Context: an optimization exercise on an open-source flow, tuned for small area and a short achievable clock period. The choices shown serve that exercise and are no tape-out recipe.
Function was checked by simulation only, so behaviour that the tests miss may differ from the original.
No activity file was given, so power comes from the tool's default toggle rates.

// sync_fifo
module sync_fifo #(
  parameter integer ENTRIES      = 20,
  parameter integer ENTRIES_LOG2 = $clog2(ENTRIES),
  parameter integer DATA_WIDTH   = 64
) (
  input  wire                   i_clk,
  input  wire                   i_rstn,
  input  wire                   i_wren,
  input  wire                   i_rden,
  input  wire [DATA_WIDTH-1:0]  i_data,
  output wire                   o_data_vld,
  output wire [DATA_WIDTH-1:0]  o_data,
  output wire                   o_overflow,
  output wire                   o_underflow
);
==> flow/config.mk <==
export PLATFORM = sky130hd
export DESIGN_NAME = sync_fifo
export DESIGN_NICKNAME = sync_fifo
export VERILOG_FILES = /design/flow/design.v
export SDC_FILE = /design/flow/constraint.sdc
export NUM_CORES = 4
export LEC_CHECK = 0
export CAP_MARGIN = 20
export CORE_MARGIN = 2
export CORE_UTILIZATION = 65
export CTS_CLUSTER_DIAMETER = 80
export CTS_CLUSTER_SIZE = 24
export PLACE_DENSITY = 0.8
export SETUP_SLACK_MARGIN = 3.1
export SLEW_MARGIN = 20
export SYNTH_HIERARCHICAL = 1
export SYNTH_MINIMUM_KEEP_SIZE = 0
export TNS_END_PERCENT = 30
==> flow/constraint.sdc <==
create_clock -name core_clock -period 5.0 [get_ports {i_clk}]
set_input_delay 1.0000 -clock core_clock [delete_from_list [all_inputs] [get_ports {i_clk}]]
set_output_delay 1.0000 -clock core_clock [all_outputs]
set_load 0.01 [all_outputs]
standard.sh (not shown) runs the stock make flow with config.mk's settings and CLKGATE_MAP_FILE= SYNTH_SCRIPT=/design/flow/synth_recipe.tcl, a recipe that flattens the netlist after the stock synthesis.
==> flow/flow/run.sh <==
#!/bin/bash
cp standard.sh standard_sh_copy.log
export BUFFER_PORTS_ARGS="-buffer_cell sky130_fd_sc_hd__buf_2"
bash standard.sh > standard.log 2>&1
The baseline finished clean.
Rerun with:
- CTS_CLUSTER_SIZE: 24 -> 25
- PLACE_DENSITY: 0.8 -> default
Effect:
- maximum frequency climbs by 2.3%
- final area is higher by 0.31%
- clock power decreases by 7.3%
- routed wire length is higher by 3.0%
- count of clock-buffer cells in the layout came out lower by 3
- non-clock buffer count goes up by 36
- via count went down by 2.4%
Rerun with:
- CORE_UTILIZATION: 65 -> 75
- CTS_CLUSTER_DIAMETER: 80 -> 100
- CTS_CLUSTER_SIZE: 25 -> 30
- SETUP_SLACK_MARGIN: 3.1 -> 2.9
- TNS_END_PERCENT: 30 -> default
Outcome: The new run finished with timing, DRC and antenna clean; global-route usage went down by 1.1 points; worst hold slack is worse by 0.0051 ns; first-iteration DRC count is higher by 1.5%; count of clock-buffer cells in the layout decreases by 18; power came out lower by 3.4%; sequential share of layout area came out higher by 2.1 points; final area shrinks by 2.6%; area after synthesis is unchanged; synthesized cell count stays the same.

========
Starting RTL as in the previous note.
export LEC_CHECK = 0
export CAP_MARGIN = 20
export CORE_MARGIN = 2
export CORE_UTILIZATION = 65
export CTS_CLUSTER_DIAMETER = 100
export CTS_CLUSTER_SIZE = 30
export SETUP_SLACK_MARGIN = 2.85
export SLEW_MARGIN = 20
export SYNTH_HIERARCHICAL = 1
export SYNTH_MINIMUM_KEEP_SIZE = 0
create_clock -name core_clock -period 5.0 [get_ports {i_clk}]
Scripts as last shown in full above: flow/flow/run.sh
The starting point completed without violations.
==> next run, changes <==
--- a/flow/config.mk
+++ b/flow/config.mk
@@ -13 +13 @@
-export SETUP_SLACK_MARGIN = 2.85
+export SETUP_SLACK_MARGIN = 3.0
Flip-flop and latch count is unchanged. Design area came out higher by 1.1%. Power hardly moves. Sequential power barely changes. Count of clock-buffer cells in the layout goes up by 1.

========
== old ==
Starting RTL as in the previous note.
Settings: LEC_CHECK=0, CAP_MARGIN=20, CORE_MARGIN=2, CORE_UTILIZATION=65, CTS_CLUSTER_DIAMETER=100, CTS_CLUSTER_SIZE=30, SETUP_SLACK_MARGIN=3.1, SLEW_MARGIN=20, SYNTH_HIERARCHICAL=1, SYNTH_MINIMUM_KEEP_SIZE=0, TNS_END_PERCENT=30; clock period 5.0 ns.
Scripts as last shown in full above: flow/flow/run.sh
## Diff of input files: new against old
- GPL_ROUTABILITY_DRIVEN: unset -> 0
- GPL_TIMING_DRIVEN: unset -> 0
Results
When new is measured against old, its end-of-flow core utilization turns out 0.61 points higher.
The clock network fraction of design power on new is in line with that on old.
Per the comparison of new with old, via count went down 2.0%, instance area at placement picked up an extra 0.0015 sq mm, inverter count essentially unchanged, fraction of area in registers went down 0.80 points, net switching fraction of the power decreased by 0.25 points relative to the old numbers.
Diff old -> new: worst setup slack for register-to-register paths went down by 80 ps, clock power was more or less identical.

separate check: timing with driven ports:
No port has a modelled driver above. Below, the same layouts with a new extraction and two added sets of constraints.
Step 1: set_driving_cell puts a clkbuf_16 on i_clk and a buf_2 on each other input, an assumption about the parent block.
Step 2, shift: input delay + t, output delay - t, t = (earliest + latest rising clock arrival at the registers) / 2. This alone moves slack from input paths to output paths.
a / b / c = ideal ports / drivers / drivers and shift; a / b = the first two.
| run | t (ns) | setup slack, ns | worst data-port slew with drivers (ns) |
|---|---|---|---|
| the first run of note 1 | 0.716 | 2.805 / 2.810 / 2.113 | 0.15 |
| the second run of note 1 | 0.740 | 2.854 / 2.786 / 2.337 | 0.15 |
| the third run of note 1 | 0.712 | 2.689 / 2.715 / 2.003 | 0.10 |
| the first run of note 2 | 0.727 | 2.791 / 2.797 / 2.084 | 0.14 |
| the second run of note 2 | 0.725 | 2.838 / 2.766 / 2.273 | 0.11 |
| old | 0.728 | 2.870 / 2.801 / 2.274 | 0.13 |
| new | 0.718 | 2.827 / 2.759 / 2.251 | 0.12 |
After both steps setup and hold are still met in every run listed. The setup slack of the first run of note 2, which loses most, moves by +0.006 ns with the drivers and by -0.707 ns with both steps.
